Context: an optimization exercise on an open-source flow, tuned for small area and a short achievable clock period. The choices shown serve that exercise and are no tape-out recipe. Function was checked by simulation only, so behaviour that the tests miss may differ from the original. The flow treats the clock pin as an ideal source. Dropping or thinning the clock tree relies on that and would not hold on a real chip. Power figures rest on the tool's default switching activity, not on a simulated workload.

Design multiplier, start of the top module:
module multiplier(clk, INPUT_A, INPUT_B, RES);
  input clk;
  input [7:0] INPUT_A, INPUT_B;
  output reg [15:0] RES;
  reg [7:0] a_r, b_r;
  reg r2_p0;
  reg r2_p1;
  reg r2_p2;
  reg r2_p3;
  reg r2_p4;
  reg r2_p5;
  reg r2_cin;
  reg r2_g6;
  reg r2_q6;
  reg r2_g7;
  reg r2_q7;
  reg r2_g8;
  reg r2_q8;
  reg r2_g9;
  reg r2_q9;
  reg r2_g10;
  reg r2_q10;
  reg r2_g11;
  reg r2_q11;
  reg r2_g12;
  reg r2_q12;
  reg r2_g13;
  reg r2_q13;
  reg r2_g14;
  reg r2_q14;
  wire [15:0] prod;
  wire pp1;
  wire pp2;
  wire pp3;
  wire pp4;
  wire pp5;
  wire pp6;
  wire pp7;
  wire pp8;
  wire pp9;
  wire pp10;
  wire pp11;
  wire pp12;
  wire pp13;
  wire pp14;
  wire pp15;
  wire pp16;
  wire pp17;
  wire pp18;
  wire pp19;
  wire pp20;
  wire pp21;
  wire pp22;
  wire pp23;
  wire pp24;
  wire pp25;
  wire pp26;
  wire pp27;
  wire pp28;
  wire pp29;
  wire pp30;
  wire pp31;
  wire pp32;
  wire pp33;
  wire pp34;
  wire pp35;
  wire pp36;
  wire pp37;
  wire pp38;
  wire pp39;
  wire pp40;
  wire pp41;
  wire pp42;
  wire pp43;
  wire pp44;
  wire pp45;
  wire pp46;
  wire pp47;
  wire pp48;
  wire pp49;
  wire pp50;
  wire pp51;
  wire pp52;
  wire pp53;
  wire pp54;
  wire pp55;
  wire pp56;
  wire pp57;
  wire pp58;
  wire pp59;
  wire pp60;
  wire pp61;
  wire pp62;
  wire pp63;
  wire pp64;
  wire s65;
  wire c66;
  wire s67;
  wire c68;
  wire s69;
  wire c70;
  wire s71;
  wire c72;
  wire s73;
  wire c74;
  wire s75;
  wire c76;
  wire s77;
  wire c78;
  wire s79;
  wire c80;
  wire s81;
  wire c82;
  wire s83;
  wire c84;
  wire s85;
  wire c86;
  wire s87;
  wire c88;
  wire s89;
  wire c90;
  wire s91;
  wire c92;
  wire s93;
  wire c94;
  wire s95;
  wire c96;
  wire s97;
  wire c98;
  wire s99;
  wire c100;
  wire s101;
  wire c102;
  wire s103;
  wire c104;
  wire s105;
  wire c106;
  wire s107;
  wire c108;
  wire s109;
  wire c110;
  wire s111;
  wire c112;
  wire s113;
  ...
For scale: ~240 cells after synthesis, ~57 flip-flops, ~33 I/O pins, ~2700 um^2 of cells after synthesis.
==> flow/config.mk <==
export PLATFORM = sky130hd
export DESIGN_NAME = multiplier
export DESIGN_NICKNAME = multiplier
export VERILOG_FILES = /design/flow/design.v
export SDC_FILE = /design/flow/constraint.sdc
export NUM_CORES = 4
export LEC_CHECK = 0
export CAP_MARGIN = 20
export CORE_MARGIN = 2
export CORE_UTILIZATION = 40
export SLEW_MARGIN = 20
export SYNTH_HIERARCHICAL = 1
==> flow/constraint.sdc <==
create_clock -name core_clock -period 4.0 [get_ports {clk}]
set_input_delay 0.8000 -clock core_clock [delete_from_list [all_inputs] [get_ports {clk}]]
set_output_delay 0.8000 -clock core_clock [all_outputs]
set_load 0.01 [all_outputs]
standard.sh (not shown) runs the stock make flow with config.mk's settings and CLKGATE_MAP_FILE= SYNTH_SCRIPT=/design/flow/synth_recipe.tcl, a recipe that flattens the netlist after the stock synthesis.
==> flow/flow/run.sh <==
#!/bin/bash
# Own layout flow: the standard flow (standard.sh) with the standard synthesis
# unchanged, small port buffers, and (flow/skew.tcl, run after clock tree synthesis)
# a separate delayed clock branch for the internal pipeline register.
# Each step writes its full output to its own log file here.
set -euo pipefail
here=$(pwd)
extra=()
while IFS= read -r line; do
  [[ -z "$line" || "$line" == \#* ]] && continue
  extra+=("${line//@HERE@/$here}")
done < flow/extra.txt
bash standard.sh synth > "$here/synth.log" 2>&1
bash standard.sh "${extra[@]}" floorplan > "$here/floorplan.log" 2>&1
bash standard.sh "${extra[@]}" place > "$here/place.log" 2>&1
bash standard.sh "${extra[@]}" cts > "$here/cts.log" 2>&1
bash standard.sh "${extra[@]}" route > "$here/route.log" 2>&1
bash standard.sh "${extra[@]}" finish > "$here/finish.log" 2>&1
==> flow/flow/extra.txt <==
# make variables for the layout steps (one per line; @HERE@ is the work folder)
BUFFER_PORTS_ARGS=-buffer_cell sky130_fd_sc_hd__buf_1
MATCH_CELL_FOOTPRINT=0
POST_CTS_TCL=@HERE@/flow/skew.tcl
SKEW_PATTERN=r2_*
SKEW_CLOCK_PORT=clk
SKEW_DRIVER=sky130_fd_sc_hd__clkbuf_16
SKEW_CANDIDATES=none sky130_fd_sc_hd__clkbuf_1 sky130_fd_sc_hd__clkbuf_2 sky130_fd_sc_hd__clkdlybuf4s15_1 sky130_fd_sc_hd__clkdlybuf4s18_1 sky130_fd_sc_hd__clkdlybuf4s25_1 sky130_fd_sc_hd__clkdlybuf4s50_1 sky130_fd_sc_hd__clkdlybuf4s50_1+sky130_fd_sc_hd__clkbuf_1 sky130_fd_sc_hd__clkdlybuf4s50_1+sky130_fd_sc_hd__clkbuf_2 sky130_fd_sc_hd__clkdlybuf4s50_1+sky130_fd_sc_hd__clkdlybuf4s15_1 sky130_fd_sc_hd__clkdlybuf4s50_1+sky130_fd_sc_hd__clkdlybuf4s18_1 sky130_fd_sc_hd__clkdlybuf4s50_1+sky130_fd_sc_hd__clkdlybuf4s25_1 sky130_fd_sc_hd__clkdlybuf4s50_1+sky130_fd_sc_hd__clkdlybuf4s50_1
SKEW_HOLD_MARGIN=0.05
SKEW_MAIN_DRIVER=sky130_fd_sc_hd__clkbuf_16
SKEW_SETUP_PUSH=0.3
Other scripts of this flow, unchanged in this note and not shown: flow/flow/skew.tcl, flow/flow/skew_body.tcl
Edit:
--- a/flow/flow/extra.txt
+++ b/flow/flow/extra.txt
@@ -9,3 +9,4 @@
 SKEW_HOLD_MARGIN=0.05
 SKEW_MAIN_DRIVER=sky130_fd_sc_hd__clkbuf_16
+SKEW_RESIZE=a_r*=sky130_fd_sc_hd__dfxtp_2 b_r*=sky130_fd_sc_hd__dfxtp_2
 SKEW_SETUP_PUSH=0.3
--- a/flow/config.mk
+++ b/flow/config.mk
@@ -8,5 +8,6 @@
 export CAP_MARGIN = 20
 export CORE_MARGIN = 2
-export CORE_UTILIZATION = 40
+export CORE_UTILIZATION = 65
+export PLACE_DENSITY = 0.8
 export SLEW_MARGIN = 20
 export SYNTH_HIERARCHICAL = 1
=> Final cell count is lower by a little under a tenth; wire length went up by a few percent; die area goes down by well over a third; global-route usage is higher by 9.1 points; hold slack is better by 0.039 ns; first-iteration DRC count fell by about a fifth; setup slack is worse by 0.029 ns; register-to-register slack is worse by 0.03 ns; sequential share of layout area rises by 0.87 points; total power rose slightly; clock power rises slightly.
Edit:
--- a/flow/flow/extra.txt
+++ b/flow/flow/extra.txt
@@ -9,4 +9,4 @@
 SKEW_HOLD_MARGIN=0.05
 SKEW_MAIN_DRIVER=sky130_fd_sc_hd__clkbuf_16
-SKEW_RESIZE=a_r*=sky130_fd_sc_hd__dfxtp_2 b_r*=sky130_fd_sc_hd__dfxtp_2
+SKEW_RESIZE=a_r*=sky130_fd_sc_hd__dfxtp_4 b_r*=sky130_fd_sc_hd__dfxtp_4
 SKEW_SETUP_PUSH=0.3
--- a/flow/config.mk
+++ b/flow/config.mk
@@ -8,6 +8,5 @@
 export CAP_MARGIN = 20
 export CORE_MARGIN = 2
-export CORE_UTILIZATION = 65
-export PLACE_DENSITY = 0.8
+export CORE_UTILIZATION = 40
 export SLEW_MARGIN = 20
 export SYNTH_HIERARCHICAL = 1
The changed run went through all stages and came out clean.
Setup slack is better by 0.079 ns.
Synthesized cell count is unchanged.
Power goes down by 1.3%.
Cell count rose by 9.2%.
Global-route usage falls by 9.1 points.
Die area rose by 58%.
Routed wire length fell by 4.4%.
Edit:
--- a/flow/flow/extra.txt
+++ b/flow/flow/extra.txt
@@ -9,4 +9,3 @@
 SKEW_HOLD_MARGIN=0.05
 SKEW_MAIN_DRIVER=sky130_fd_sc_hd__clkbuf_16
-SKEW_RESIZE=a_r*=sky130_fd_sc_hd__dfxtp_4 b_r*=sky130_fd_sc_hd__dfxtp_4
-SKEW_SETUP_PUSH=0.3
+SKEW_RESIZE=a_r*=sky130_fd_sc_hd__dfxtp_2 b_r*=sky130_fd_sc_hd__dfxtp_2
Effect:
- power goes down by 0.31%
- global-route usage is about the same
- first-iteration DRC count fell by 14%
- via count drops by 1.3%
- setup slack got worse by 0.047 ns
- hold slack gets better by 0.013 ns
- fmax is lower by 2.3%
- critical path depth is unchanged
- sequential share of layout area goes down by 0.64 points
- wire length stays flat
Edit:
--- a/flow/flow/extra.txt
+++ b/flow/flow/extra.txt
@@ -10,2 +10,3 @@
 SKEW_MAIN_DRIVER=sky130_fd_sc_hd__clkbuf_16
 SKEW_RESIZE=a_r*=sky130_fd_sc_hd__dfxtp_2 b_r*=sky130_fd_sc_hd__dfxtp_2
+SKEW_SETUP_PUSH=0.3
The changed run ran to the end with no violations; first-iteration DRC count fell by a quarter to a third; clock skew is lower by 0.0041 ns; cell count is lower slightly; global-route usage went down by 0.15 points.
Edit:
--- a/flow/config.mk
+++ b/flow/config.mk
@@ -9,4 +9,5 @@
 export CORE_MARGIN = 2
 export CORE_UTILIZATION = 40
+export PLACE_DENSITY = 0.45
 export SLEW_MARGIN = 20
 export SYNTH_HIERARCHICAL = 1
Result:
- The new run completed with no timing, DRC or antenna violations
- final cell count does not change
- core utilization shrinks by 0.46 points
- area after synthesis is unchanged
- worst hold slack improves by 0.017 ns
- worst setup slack loses 0.39 ns
- sequential share of layout area goes down by 0.15 points
- wire length went up slightly
- total power climbs slightly
- clock power climbs by a few percent
No run of this note takes its clock network from TritonCTS; it comes from the design's own scripts or RTL.

Starting RTL as in the previous note.
export LEC_CHECK = 0
export CAP_MARGIN = 20
export CORE_MARGIN = 2
export CORE_UTILIZATION = 40
export SLEW_MARGIN = 20
export SYNTH_HIERARCHICAL = 1
create_clock -name core_clock -period 4.0 [get_ports {clk}]
==> flow/flow/extra.txt <==
# make variables for the layout steps (one per line; @HERE@ is the work folder)
BUFFER_PORTS_ARGS=-buffer_cell sky130_fd_sc_hd__buf_1
MATCH_CELL_FOOTPRINT=0
POST_CTS_TCL=@HERE@/flow/skew.tcl
SKEW_PATTERN=r2_*
SKEW_CLOCK_PORT=clk
SKEW_DRIVER=sky130_fd_sc_hd__clkbuf_16
SKEW_CANDIDATES=none sky130_fd_sc_hd__clkbuf_1 sky130_fd_sc_hd__clkbuf_2 sky130_fd_sc_hd__clkdlybuf4s15_1 sky130_fd_sc_hd__clkdlybuf4s18_1 sky130_fd_sc_hd__clkdlybuf4s25_1 sky130_fd_sc_hd__clkdlybuf4s50_1 sky130_fd_sc_hd__clkdlybuf4s50_1+sky130_fd_sc_hd__clkbuf_1 sky130_fd_sc_hd__clkdlybuf4s50_1+sky130_fd_sc_hd__clkbuf_2 sky130_fd_sc_hd__clkdlybuf4s50_1+sky130_fd_sc_hd__clkdlybuf4s15_1 sky130_fd_sc_hd__clkdlybuf4s50_1+sky130_fd_sc_hd__clkdlybuf4s18_1 sky130_fd_sc_hd__clkdlybuf4s50_1+sky130_fd_sc_hd__clkdlybuf4s25_1 sky130_fd_sc_hd__clkdlybuf4s50_1+sky130_fd_sc_hd__clkdlybuf4s50_1
SKEW_HOLD_MARGIN=0.05
SKEW_MAIN_DRIVER=sky130_fd_sc_hd__clkbuf_16
SKEW_RESIZE=a_r*=sky130_fd_sc_hd__dfxtp_2 b_r*=sky130_fd_sc_hd__dfxtp_2
SKEW_SETUP_PUSH=0.6
SKEW_PUSH_ARGS=-skip_gate_cloning -skip_buffering
Scripts as last shown in full above: flow/flow/run.sh
Other scripts of this flow, unchanged in this note and not shown: flow/flow/skew.tcl, flow/flow/skew_body.tcl
Then changed:
--- a/flow/flow/extra.txt
+++ b/flow/flow/extra.txt
@@ -7,7 +7,6 @@
 SKEW_DRIVER=sky130_fd_sc_hd__clkbuf_16
 SKEW_CANDIDATES=none sky130_fd_sc_hd__clkbuf_1 sky130_fd_sc_hd__clkbuf_2 sky130_fd_sc_hd__clkdlybuf4s15_1 sky130_fd_sc_hd__clkdlybuf4s18_1 sky130_fd_sc_hd__clkdlybuf4s25_1 sky130_fd_sc_hd__clkdlybuf4s50_1 sky130_fd_sc_hd__clkdlybuf4s50_1+sky130_fd_sc_hd__clkbuf_1 sky130_fd_sc_hd__clkdlybuf4s50_1+sky130_fd_sc_hd__clkbuf_2 sky130_fd_sc_hd__clkdlybuf4s50_1+sky130_fd_sc_hd__clkdlybuf4s15_1 sky130_fd_sc_hd__clkdlybuf4s50_1+sky130_fd_sc_hd__clkdlybuf4s18_1 sky130_fd_sc_hd__clkdlybuf4s50_1+sky130_fd_sc_hd__clkdlybuf4s25_1 sky130_fd_sc_hd__clkdlybuf4s50_1+sky130_fd_sc_hd__clkdlybuf4s50_1
-SKEW_HOLD_MARGIN=0.05
+SKEW_HOLD_MARGIN=0.02
 SKEW_MAIN_DRIVER=sky130_fd_sc_hd__clkbuf_16
 SKEW_RESIZE=a_r*=sky130_fd_sc_hd__dfxtp_2 b_r*=sky130_fd_sc_hd__dfxtp_2
-SKEW_SETUP_PUSH=0.6
-SKEW_PUSH_ARGS=-skip_gate_cloning -skip_buffering
+SKEW_SETUP_PUSH=0.3
Core utilization stays flat; design area hardly moves; clock power is about the same; routed wire length barely changes; setup slack gets better by 0.012 ns; register-to-register slack hardly moves; clock skew increases by 0.014 ns; synthesized area is unchanged; global-route usage hardly moves; die area does not change.
In every run of this note, the design's own scripts or RTL, not TritonCTS, make the clock network.

== run 1 ==
multiplier again, from the RTL that the note above started with.
==> flow/config.mk <==
export PLATFORM = sky130hd
export DESIGN_NAME = multiplier
export DESIGN_NICKNAME = multiplier
export VERILOG_FILES = /design/flow/design.v
export SDC_FILE = /design/flow/constraint.sdc
export NUM_CORES = 4
export LEC_CHECK = 0
export CAP_MARGIN = 20
export CORE_MARGIN = 2
export CORE_UTILIZATION = 40
export SLEW_MARGIN = 20
export SYNTH_HIERARCHICAL = 1
==> flow/constraint.sdc <==
create_clock -name core_clock -period 4.0 [get_ports {clk}]
set_input_delay 0.8000 -clock core_clock [delete_from_list [all_inputs] [get_ports {clk}]]
set_output_delay 0.8000 -clock core_clock [all_outputs]
set_load 0.01 [all_outputs]
==> flow/flow/extra.txt <==
# make variables for the layout steps (one per line; @HERE@ is the work folder)
BUFFER_PORTS_ARGS=-buffer_cell sky130_fd_sc_hd__buf_1
MATCH_CELL_FOOTPRINT=0
POST_CTS_TCL=@HERE@/flow/skew.tcl
SKEW_PATTERN=r2_*
SKEW_CLOCK_PORT=clk
SKEW_DRIVER=sky130_fd_sc_hd__clkbuf_16
SKEW_CANDIDATES=none sky130_fd_sc_hd__clkbuf_1 sky130_fd_sc_hd__clkbuf_2 sky130_fd_sc_hd__clkdlybuf4s15_1 sky130_fd_sc_hd__clkdlybuf4s18_1 sky130_fd_sc_hd__clkdlybuf4s25_1 sky130_fd_sc_hd__clkdlybuf4s50_1 sky130_fd_sc_hd__clkdlybuf4s50_1+sky130_fd_sc_hd__clkbuf_1 sky130_fd_sc_hd__clkdlybuf4s50_1+sky130_fd_sc_hd__clkbuf_2 sky130_fd_sc_hd__clkdlybuf4s50_1+sky130_fd_sc_hd__clkdlybuf4s15_1 sky130_fd_sc_hd__clkdlybuf4s50_1+sky130_fd_sc_hd__clkdlybuf4s18_1 sky130_fd_sc_hd__clkdlybuf4s50_1+sky130_fd_sc_hd__clkdlybuf4s25_1 sky130_fd_sc_hd__clkdlybuf4s50_1+sky130_fd_sc_hd__clkdlybuf4s50_1
SKEW_HOLD_MARGIN=0.05
SKEW_MAIN_DRIVER=sky130_fd_sc_hd__clkbuf_16
SKEW_RESIZE=a_r*=sky130_fd_sc_hd__dfxtp_2 b_r*=sky130_fd_sc_hd__dfxtp_2
==> flow/flow/skew_body.tcl <==
# POST_CTS hook: give the internal pipeline register (cells matching SKEW_PATTERN)
# its own clock branch, a buffer chain from the clock port whose delay balances
# the register-to-register paths into and out of it. The registers that face
# the ports stay on the standard clock tree. Hold is repaired afterwards.
set pattern $::env(SKEW_PATTERN)
set block [ord::get_db_block]
set db [ord::get_db]
set_propagated_clock [all_clocks]

set flops {}
foreach inst [$block getInsts] {
  if {[string match $pattern [$inst getName]] && [$inst findITerm CLK] ne "NULL"} { lappend flops $inst }
}
puts "SKEW: [llength $flops] registers match $pattern"
set clk_net [[$block findBTerm $::env(SKEW_CLOCK_PORT)] getNet]

# centroid of the skewed registers
set sx 0; set sy 0
foreach f $flops { lassign [$f getLocation] x y; set sx [expr {$sx + $x}]; set sy [expr {$sy + $y}] }
set cx [expr {int($sx / [llength $flops])}]
set cy [expr {int($sy / [llength $flops])}]

# move the registers to a new net
set old_nets {}
set skew_net [odb::dbNet_create $block skew_clk_leaf]
$skew_net setSigType CLOCK
foreach f $flops {
  set it [$f findITerm CLK]
  set n [$it getNet]
  if {$n ne "NULL"} { lappend old_nets $n }
  $it disconnect
  $it connect $skew_net
}

set chain {}
set chain_nets {}
proc build_chain {cells} {
  global block db chain chain_nets clk_net skew_net cx cy
  foreach i $chain { odb::dbInst_destroy $i }
  foreach n $chain_nets { odb::dbNet_destroy $n }
  set chain {}; set chain_nets {}
  set prev $clk_net
  set k 0
  set ncell [llength $cells]
  foreach c $cells {
    incr k
    set inst [odb::dbInst_create $block [$db findMaster $c] skew_clk_buf_$k]
    $inst setLocation [expr {$cx + 2000 * $k}] $cy
    $inst setPlacementStatus PLACED
    [$inst findITerm A] connect $prev
    if {$k == $ncell} {
      set out $skew_net
    } else {
      set out [odb::dbNet_create $block skew_clk_n$k]
      $out setSigType CLOCK
      lappend chain_nets $out
    }
    [$inst findITerm X] connect $out
    lappend chain $inst
    set prev $out
  }
}

# remove clock tree buffers left without loads
proc prune_tree {} {
  global block
  set again 1
  while {$again} {
    set again 0
    foreach inst [$block getInsts] {
      set m [[$inst getMaster] getName]
      if {![string match *clkbuf* $m] && ![string match *clkinv* $m] && ![string match *bufinv* $m] && ![string match *inv_* $m]} { continue }
      if {![string match clk* [$inst getName]]} { continue }
      set out [$inst findITerm X]
      if {$out eq "NULL"} { set out [$inst findITerm Y] }
      if {$out eq "NULL"} { continue }
      set n [$out getNet]
      if {$n eq "NULL" || [llength [$n getITerms]] <= 1 && [llength [$n getBTerms]] == 0} {
        puts "SKEW: removing unloaded clock cell [$inst getName]"
        odb::dbInst_destroy $inst
        if {$n ne "NULL"} { odb::dbNet_destroy $n }
        set again 1
      }
    }
  }
}
# optionally replace the rest of the tree by one buffer from the port (small designs)
if {[info exists ::env(SKEW_MAIN_DRIVER)] && $::env(SKEW_MAIN_DRIVER) ne ""} {
  set main {}
  foreach inst [$block getInsts] {
    if {[lsearch -exact $flops $inst] >= 0} { continue }
    set it [$inst findITerm CLK]
    if {$it eq "NULL" || ![[$inst getMaster] isSequential]} { continue }
    lappend main $inst
  }
  set mx 0; set my 0
  foreach f $main { lassign [$f getLocation] x y; set mx [expr {$mx + $x}]; set my [expr {$my + $y}] }
  set mx [expr {int($mx / [llength $main])}]
  set my [expr {int($my / [llength $main])}]
  set main_net [odb::dbNet_create $block main_clk_leaf]
  $main_net setSigType CLOCK
  foreach f $main {
    set it [$f findITerm CLK]
    $it disconnect
    $it connect $main_net
  }
  set mb [odb::dbInst_create $block [$db findMaster $::env(SKEW_MAIN_DRIVER)] main_clk_buf]
  $mb setLocation $mx $my
  $mb setPlacementStatus PLACED
  [$mb findITerm A] connect $clk_net
  [$mb findITerm X] connect $main_net
  puts "SKEW: [llength $main] other registers on one $::env(SKEW_MAIN_DRIVER)"
}
prune_tree

# optional drive-strength changes, "pattern=master" pairs in SKEW_RESIZE
if {[info exists ::env(SKEW_RESIZE)]} {
  foreach pair $::env(SKEW_RESIZE) {
    lassign [split $pair =] pat master
    foreach inst [$block getInsts] {
      if {[string match $pat [$inst getName]]} {
        $inst swapMaster [$db findMaster $master]
      }
    }
    puts "SKEW: resized $pat to $master"
  }
}

set best ""
set best_ws -1e9
set drv $::env(SKEW_DRIVER)
foreach cand $::env(SKEW_CANDIDATES) {
  set cells [concat [split $cand +] $drv]
  if {$cand eq "none"} { set cells $drv }
  build_chain $cells
  estimate_parasitics -placement
  set ws [worst_slack -max]
  puts "SKEW: chain $cells worst setup slack $ws"
  if {$ws > $best_ws + 0.005} { set best_ws $ws; set best $cells }
}
puts "SKEW: chosen chain $best ($best_ws)"
build_chain $best
detailed_placement
estimate_parasitics -placement
puts "SKEW: after placement: setup [worst_slack -max] hold [worst_slack -min]"
repair_timing -hold -hold_margin $::env(SKEW_HOLD_MARGIN) -verbose
detailed_placement
check_placement -verbose
estimate_parasitics -placement
puts "SKEW: final: setup [worst_slack -max] hold [worst_slack -min]"
Scripts as last shown in full above: flow/flow/run.sh
Other scripts of this flow, unchanged in this note and not shown: flow/flow/skew.tcl
Having completed the whole flow, run 1 delivered a layout that passed the timing, design-rule and antenna checks.
Here is what was changed in the inputs of run 2 compared with run 1.
-- flow/flow/extra.txt --
<<< run 1, line 11
SKEW_RESIZE=a_r*=sky130_fd_sc_hd__dfxtp_2 b_r*=sky130_fd_sc_hd__dfxtp_2
>>> run 2, line 11
SKEW_RESIZE=a_r*=sky130_fd_sc_hd__dfxtp_2 b_r*=sky130_fd_sc_hd__dfxtp_2
SKEW_SETUP_PUSH=0.6
-- flow/flow/skew_body.tcl --
<<< run 1, line 128

set best ""
set best_ws -1e9
set drv $::env(SKEW_DRIVER)
foreach cand $::env(SKEW_CANDIDATES) {
  set cells [concat [split $cand +] $drv]
  if {$cand eq "none"} { set cells $drv }
  build_chain $cells
  estimate_parasitics -placement
  set ws [worst_slack -max]
  puts "SKEW: chain $cells worst setup slack $ws"
  if {$ws > $best_ws + 0.005} { set best_ws $ws; set best $cells }
}
puts "SKEW: chosen chain $best ($best_ws)"
build_chain $best
detailed_placement
>>> run 2, line 128

proc choose_chain {} {
  global best best_ws drv
  set best ""
  set best_ws -1e9
  foreach cand $::env(SKEW_CANDIDATES) {
    set cells [concat [split $cand +] $drv]
    if {$cand eq "none"} { set cells $drv }
    build_chain $cells
    estimate_parasitics -placement
    set ws [worst_slack -max]
    puts "SKEW: chain $cells worst setup slack $ws"
    if {$ws > $best_ws + 0.005} { set best_ws $ws; set best $cells }
  }
  puts "SKEW: chosen chain $best ($best_ws)"
  build_chain $best
  estimate_parasitics -placement
}
set drv $::env(SKEW_DRIVER)
choose_chain
if {[info exists ::env(SKEW_SETUP_PUSH)] && $::env(SKEW_SETUP_PUSH) > 0} {
  set ws [worst_slack -max]
  repair_timing -setup -setup_margin [expr {$ws + $::env(SKEW_SETUP_PUSH)}] -skip_pin_swap -skip_gate_cloning -skip_buffering -verbose
  estimate_parasitics -placement
  puts "SKEW: after setup push: [worst_slack -max]"
  choose_chain
}
build_chain $best
estimate_parasitics -placement
# registers of the skewed group whose own paths do not need the delay, but whose
# hold it would break, go back to the main branch
if {[info exists main_net]} {
  foreach f $flops {
    set pin [get_pins "[$f getName]/D"]
    set hp [find_timing_paths -to $pin -path_delay min]
    if {[llength $hp] == 0} { continue }
    set hs [get_property [lindex $hp 0] slack]
    if {$hs >= 0.05} { continue }
    set it [$f findITerm CLK]
    $it disconnect; $it connect $main_net
    estimate_parasitics -placement
    set ws [worst_slack -max]
    if {$ws < $best_ws - 0.01} {
      $it disconnect; $it connect $skew_net
      estimate_parasitics -placement
    } else {
      puts "SKEW: [$f getName] (hold slack $hs) back on the main branch, setup $ws"
    }
  }
}
detailed_placement
### Flow results
Looking at area used by multi-input combinational logic across run 2 and run 1, the one that comes out higher is run 2.
A critical path startpoint of b_r[7]$_DFF_P_ is what run 1 shows, while a_r[3]$_DFF_P_ belongs to run 2.
The ratio of routed vias to standard cells reported for run 2 is greater than that of run 1 by 0.46%.
Final area was higher in the run labelled run 2.
Compared with run 1, run 2 shows a wire length that is 0.43% lower.
Status: reported clock group power parity (run 2, run 1)
Run 2 vs. run 1: fmax shows an increase of about 2.4%; sequential cell area shows an increase of 16 um^2; total power shows no meaningful change; global routing usage on met2 shows a reduction of 0.28 points; minimum setup slack in the final design shows an increase of 0.049 ns.
--- input diff run 2..run 3 ---
-- flow/flow/extra.txt --
<<< run 2, line 10
SKEW_MAIN_DRIVER=sky130_fd_sc_hd__clkbuf_16
SKEW_RESIZE=a_r*=sky130_fd_sc_hd__dfxtp_2 b_r*=sky130_fd_sc_hd__dfxtp_2
SKEW_SETUP_PUSH=0.6
>>> run 3, line 10
SKEW_MAIN_DRIVER=sky130_fd_sc_hd__clkbuf_16
-- flow/flow/skew_body.tcl --
<<< run 2, line 128

proc choose_chain {} {
  global best best_ws drv
  set best ""
  set best_ws -1e9
  foreach cand $::env(SKEW_CANDIDATES) {
    set cells [concat [split $cand +] $drv]
    if {$cand eq "none"} { set cells $drv }
    build_chain $cells
    estimate_parasitics -placement
    set ws [worst_slack -max]
    puts "SKEW: chain $cells worst setup slack $ws"
    if {$ws > $best_ws + 0.005} { set best_ws $ws; set best $cells }
  }
  puts "SKEW: chosen chain $best ($best_ws)"
  build_chain $best
  estimate_parasitics -placement
}
set drv $::env(SKEW_DRIVER)
choose_chain
if {[info exists ::env(SKEW_SETUP_PUSH)] && $::env(SKEW_SETUP_PUSH) > 0} {
  set ws [worst_slack -max]
  repair_timing -setup -setup_margin [expr {$ws + $::env(SKEW_SETUP_PUSH)}] -skip_pin_swap -skip_gate_cloning -skip_buffering -verbose
  estimate_parasitics -placement
  puts "SKEW: after setup push: [worst_slack -max]"
  choose_chain
}
build_chain $best
estimate_parasitics -placement
# registers of the skewed group whose own paths do not need the delay, but whose
# hold it would break, go back to the main branch
if {[info exists main_net]} {
  foreach f $flops {
    set pin [get_pins "[$f getName]/D"]
    set hp [find_timing_paths -to $pin -path_delay min]
    if {[llength $hp] == 0} { continue }
    set hs [get_property [lindex $hp 0] slack]
    if {$hs >= 0.05} { continue }
    set it [$f findITerm CLK]
    $it disconnect; $it connect $main_net
    estimate_parasitics -placement
    set ws [worst_slack -max]
    if {$ws < $best_ws - 0.01} {
      $it disconnect; $it connect $skew_net
      estimate_parasitics -placement
    } else {
      puts "SKEW: [$f getName] (hold slack $hs) back on the main branch, setup $ws"
    }
  }
}
detailed_placement
>>> run 3, line 128

set best ""
set best_ws -1e9
set drv $::env(SKEW_DRIVER)
foreach cand $::env(SKEW_CANDIDATES) {
  set cells [concat [split $cand +] $drv]
  if {$cand eq "none"} { set cells $drv }
  build_chain $cells
  estimate_parasitics -placement
  set ws [worst_slack -max]
  puts "SKEW: chain $cells worst setup slack $ws"
  if {$ws > $best_ws + 0.005} { set best_ws $ws; set best $cells }
}
puts "SKEW: chosen chain $best ($best_ws)"
build_chain $best
detailed_placement
==> comparison <==
- Going from run 2 to run 3, the final worst setup slack was found to have gone down by 0.086 ns.
- In the reports for run 3 and run 2, the smaller cell leakage power belongs to run 2.
- Compared with run 2, run 3 instantiates a larger number of standard cells.
- Against run 2, post-route cell area in run 3 came out better.
- The post-synthesis share of cell area spent on full adders, half adders and majority gates of run 3 and that of run 2 are within noise of each other.
- Cmp run 3 vs run 2: maximum number of pins on one net before global-route repair lower in run 3
- Area growth from synthesis to final layout: run 3 lower than run 2
- Going from run 2 to run 3, combinational power share shrinks by 0.3 points.
- Diff run 2 -> run 3 | routed wire length | up slightly
In every run of this note, the design's own scripts or RTL, not TritonCTS, make the clock network.

-- re-timing with driven ports --
In the flow no input, the clock included, has a driving cell. The finished layouts below were timed again as built, in two steps.
Step 1: set_driving_cell puts a clkbuf_16 on clk and a buf_2 on each other input, an assumption about the parent block.
Step 2, shift: input delay + t, output delay - t, t = (earliest + latest rising clock arrival at the registers) / 2. This alone moves slack from input paths to output paths.
Slacks: ideal ports / drivers / drivers and shift; pairs: ideal ports / drivers.
| run | t (ns) | setup WS [ns] | clock arrival spread, ns | worst data-port slew with drivers (ns) | cell pins on the clock port's net |
|---|---|---|---|---|---|
| the first run of note 1 | 0.514 | 1.948 / 1.947 / 1.947 | 0.608 / 0.608 | 0.04 | 2 |
| the second run of note 1 | 0.556 | 1.919 / 1.920 / 1.920 | 0.680 / 0.678 | 0.03 | 2 |
| the third run of note 1 | 0.510 | 1.998 / 1.997 / 1.997 | 0.597 / 0.597 | 0.04 | 2 |
| the fourth run of note 1 | 0.513 | 1.951 / 1.950 / 1.950 | 0.609 / 0.607 | 0.04 | 2 |
| the fifth run of note 1 | 0.511 | 2.003 / 2.002 / 2.002 | 0.604 / 0.603 | 0.03 | 2 |
| the sixth run of note 1 | 0.555 | 1.618 / 1.617 / 1.617 | 0.679 / 0.679 | 0.03 | 2 |
| the first run of note 2 | 0.509 | 1.991 / 1.991 / 1.991 | 0.591 / 0.591 | 0.03 | 2 |
| the second run of note 2 | 0.511 | 2.003 / 2.002 / 2.002 | 0.604 / 0.603 | 0.03 | 2 |
| run 1 | 0.514 | 1.954 / 1.954 / 1.954 | 0.611 / 0.610 | 0.04 | 2 |
| run 2 | 0.511 | 2.003 / 2.002 / 2.002 | 0.604 / 0.603 | 0.03 | 2 |
| run 3 | 0.556 | 1.917 / 1.918 / 1.918 | 0.694 / 0.693 | 0.04 | 2 |
Clock arrivals are far apart in every run listed, so t is only a midpoint there and step 2 fits no single register.
